What follows belongs to an exercise in optimizing a design on an open flow for small area; a production flow would make more cautious choices. Function was checked by simulation only, so behaviour that the tests miss may differ from the original. No activity file was given, so power comes from the tool's default toggle rates.

## flow/design.v (module list and top-level ports; edited modules follow where they fit)
// module fir_fa: 4 lines
// module fir_ha: 4 lines
// module fir: 892 lines
module fir #(parameter DWIDTH = 16)
(
  input clk,
  input rstn,
  input signed [DWIDTH-1:0] i_data,
  output signed [(2*DWIDTH)-1:0] o_data
);
  // ...
==> flow/flow/run.sh <==
#!/bin/bash
set -euo pipefail
cd "$(dirname "$0")/.."
export CTS_ARGS="-sink_clustering_enable -repair_clock_nets -dont_use_dummy_load -sink_clustering_size 10 -sink_clustering_max_diameter 50 -buf_list {sky130_fd_sc_hd__clkbuf_4}"
export BUFFER_PORTS_ARGS="-buffer_cell sky130_fd_sc_hd__buf_1"
bash standard.sh > flow_make.log 2>&1
==> flow/standard.sh <==
#!/bin/bash
# synth_recipe.tcl (not shown) runs the flow's synth.tcl, then flattens the netlist and writes it again
# the make line also repeats each setting of config.mk as NAME=value (left out here)
make -C /OpenROAD-flow-scripts/flow DESIGN_CONFIG=/design/flow/config.mk WORK_HOME=/design/flow/orfs CLKGATE_MAP_FILE= SYNTH_SCRIPT=/design/flow/synth_recipe.tcl "${@:-finish}"
==> flow/config.mk <==
export PLATFORM = sky130hd
export DESIGN_NAME = fir
export DESIGN_NICKNAME = fir
export VERILOG_FILES = /design/flow/design.v
export SDC_FILE = /design/flow/constraint.sdc
export NUM_CORES = 4
export LEC_CHECK = 0
export CAP_MARGIN = 20
export CORE_MARGIN = 2
export CORE_UTILIZATION = 40
export SLEW_MARGIN = 20
export SYNTH_HIERARCHICAL = 1
export SYNTH_MINIMUM_KEEP_SIZE = 0
==> flow/constraint.sdc <==
create_clock -name core_clock -period 8.0 [get_ports {clk}]
set_input_delay 1.6000 -clock core_clock [delete_from_list [all_inputs] [get_ports {clk}]]
set_output_delay 1.6000 -clock core_clock [all_outputs]
set_load 0.01 [all_outputs]
==> run notes, run 1 <==
synth unique cells 32; met3 WL 2.31 mm; CP Buf/Inv Count 2; router iterations before antenna repair 4; Post CTS Setup Buffer Count 0; Post-Route Skew 83.6 ps; post-synth top area cell dfxtp_1; most flop-heavy register d; Setup-failing EPs final 0; Largest register FFs 432; worst setup margin between 300 and 400 ps; Hold Path Stages 0; Hold WS 295 ps; post-synthesis mux area share 0; initial antenna violation count 4; # hold bufs at CTS 0; Pint approximately 3.6 mW; outcome complete, no violations; Seq/total area 0.524; main flop type after synthesis dfxtp_1; inverter count a little over 90; max-slew violations 0; Leading cell kind flip-flops and latches; Wirelength per Cell 18.2 um; Crit path required time 8610 ps; CTS Buf Count 71; largest net degree at the start of global routing 29; placed inst area slightly above 20,000 um2
==> run 2, diff against run 1 <==
==> flow/flow/run.sh (replaced) <==
#!/bin/bash
set -euo pipefail
cd "$(dirname "$0")/.."
export CTS_ARGS="-sink_clustering_enable -repair_clock_nets -dont_use_dummy_load -sink_clustering_size 18 -sink_clustering_max_diameter 70 -buf_list {sky130_fd_sc_hd__clkbuf_8}"
export BUFFER_PORTS_ARGS="-buffer_cell sky130_fd_sc_hd__buf_1"
bash standard.sh > flow_make.log 2>&1
==> run notes, run 2 <==
part of the power in registers 0.613; H-tree Lvls 2; largest net degree at the start of global routing 29 (unchanged); Post-synth EDFFs 0; max-slew violations 0 (unchanged); sequential area share after synthesis 0.564; DP HPWL about 30 mm; main flop type after synthesis dfxtp_1; share of cells above drive strength 1 0.0350; switching power about 1.2 mW; reg2reg setup slack 420 ps; Initial Util 0.404; Post CTS Setup Buffer Count 0 (unchanged); vias after detailed routing 8,523; Max Cap Viol 0; nets@finish 1,703; chip height about 230 um; biggest regs d x432, acc x32; via/cell ratio roughly 4.3; commonest non-fill, non-tap cell in the layout dfxtp_1; Total Wirelength roughly 37 mm; yosys warns 8; clock latency on the worst-skew pair just over 600 ps; Remaining DRCs 0; M1 GR Usage 0.206; post-route ant nets 0; Logic pwr share 0.126; syn nets ~1,600; Antenna Cells 0; synthesized cell area 19,700 um2; CTS clk-pin slew, worst paths 100 ps; worst-margin pin slew roughly 620 ps; CTS Buf Count 40 (-44%); I/O Pins 50; Post-synth ARST share 0; RSZ-0062 raised after global routing no; Clock Path Buffers 3; vias in the first global route 9,566; switching fraction of total power 0.246; CORE AREA 48,800 um2; top cell type's share of synthesized area 0.564; synth cell count leaders dfxtp_1, fa_1, and2_1; most flop-heavy register d; worst rel slew slack 0.585; clock network power share 0.261; Static Leak between 9 and 10 nW; top cells by area, synth dfxtp_1, fa_1, ha_1, and2_1, inv_1; P per Cell Area approximately 230 nW/um2; Fin Setup TNS 0 ps; Iter 0 DRT Violations 507; count leader, synth dfxtp_1; Crit path required time 8490 ps (-120 ps); min Tclk post-route roughly 7600 ps; Pint 3.61 mW (+1.2%); met2 usage 0.246; Post-Route Skew 76.7 ps (-6.96 ps); Largest register FFs 432 (unchanged); most frequent cells in the layout dfxtp_1, fa_1, and2_1; first-pass GRT wire length about 56 mm; Final Cycle Share 0.947; Layout Utilization 0.435; CP Class flop to flop; synth unique cells 32 (unchanged); cell row count 81; fmax between 100 and 150 MHz; # hold bufs at CTS 0 (unchanged); syn avg cell area ~16 um2; Most Used Layer, Global Route met2; CTS root buf clkbuf_8; WP data arrival 8070 ps; outcome complete, no violations; GR Util met3 0.0321; router iterations before antenna repair 4 (unchanged); post-synth top area cell dfxtp_1; Area growth, synth to finish 7.73%; Sink Count roughly 560; GPL Wtd Cong approximately 0.87; crit path launch type flop; Wirelength per Cell 18.4 um (+1.3%); post-CTS sizing 0; Setup-failing EPs final 0 (unchanged); Die W roughly 230 um; Port Buffer Count slightly below 50; initial antenna violation count 2 (-2); Hold Vio Cnt, Final 0; Synth Instances 1,239; crit end category flop; CTS tree done; Synth Register Bits between 500 and 600; Peak VDD IR approximately 0.00016 V; min-delay worst type flop to flop; GRT Resource Usage Total 0.154; area of the die between 50,000 and 60,000 um2; CP max FO 16; GR Overflow Total 0
==> run 2: cell types whose count changed in the layout (fill, tap and decap cells not counted), sizes merged <==
cell    change
diode       -3
clkbuf     -31
==> run 2: power groups by stage <==
stage / Clock (mW) / Sequential (mW) / Combinational (mW)
CTS: 1.33 / 2.94 / 0.622
floorplan: 0 / 2.98 / 0.472
global placement: 0 / 3.00 / 0.602
detailed placement: 0 / 3.01 / 0.619
finish: 1.25 / 2.94 / 0.604
global route: 1.43 / 2.95 / 0.719
==> run 2: path summary, 6_finish.rpt <==
check        startpoint  endpoint  depth (start not counted)
max                 v21    x6[18]                         22
min             d[3][3]   d[4][3]                          0
max reg2reg         v21    x6[18]                         22
min reg2reg     d[3][3]   d[4][3]                          0
==> run 2: Yosys stat by module (local to each module, per instance) <==
module,cells,cell area (um2)
fir_fa,1,20.0
fir,901,13200
fir_ha,1,12.5
==> run 2: cells by family after synthesis <==
kind of cell | after synthesis | share of synthesized area
buffers and inverters | 105 | 0.0201
AND/OR/NAND/NOR | 176 | 0.0511
AO/OA/AOI/OAI | 24 | 0.00856
flip-flops | 556 | 0.564
XOR/XNOR | 11 | 0.00488
adder cells (fa/ha/maj) | 367 | 0.351
==> run 2: area by class of cell <==
type / instances / area (um2)
flip-flops and latches: 556 / 11100
well taps: 664 / 831
inverters: 91 / 342
multi-input cells: 578 / 8200
fillers: 4376 / 27600
repair buffers: 51 / 199
clock buffers: 40 / 551
==> run 2: worst max-delay path: stages (launching register included) <==
cell and delay (ps):
dfxtp_1 450, and2_1 240, ha_1 200, fa_1 380
fa_1 400, fa_1 400, fa_1 390, fa_1 390
fa_1 390, fa_1 390, fa_1 390, fa_1 390
fa_1 410, fa_1 390, fa_1 400, fa_1 390
fa_1 390, fa_1 410, inv_1 80, ha_1 140
ha_1 150, inv_1 40, ha_1 260
==> run 2: routing by layer <==
layer | share of wire | vias up
met2 | 0.46 | 175
met1 | 0.45 | 4365
li1 | - | 3917
met5 | 0.00036 | -
met3 | 0.058 | 64
met4 | 0.030 | 2
==> run 2: through the flow <==
stage / total power, mW / area [um2] / hold slack (ps) / instances / setup WS, ps
3_3_place_gp: 3.60 / 20700 / 310 / 1940 / 561
4_1_cts: 4.89 / 21300 / 281 / 1980 / 405
3_5_place_dp: 3.62 / 20700 / 312 / 1940 / 423
5_1_grt: 5.10 / 21300 / 279 / 1980 / 121
6_report: 4.79 / 21300 / 286 / 1980 / 420
2_1_floorplan: 3.45 / 19700 / 310 / 1239 / 899

==> what the ideal ports hide <==
The flow's constraints put no driver on any port. The routed layouts listed below were extracted and timed again, unchanged, in two steps.
Step 1 sets driving cells, clkbuf_16 on the clock port and buf_2 on the other inputs (assumed; they add their load-dependent delay and slew).
Step 2 adds t to the input delays and takes it off the output delays; t is the mean of the earliest and latest rising clock arrival at the registers after step 1. Input paths then give back, and output paths get back, about the clock's delay inside the block.
a / b / c = ideal / step 1 / step 2; a / b = the first two.
run | shift t [ns] | slack for setup (ns) | latest minus earliest clock arrival (ns) | pins driven straight from the clock port
run 1 | 0.786 | 0.383 / 0.383 / 0.383 | 0.086 / 0.086 | 1
run 2 | 0.640 | 0.420 / 0.420 / 0.420 | 0.084 / 0.084 | 1
After both steps every run listed still meets setup and hold.
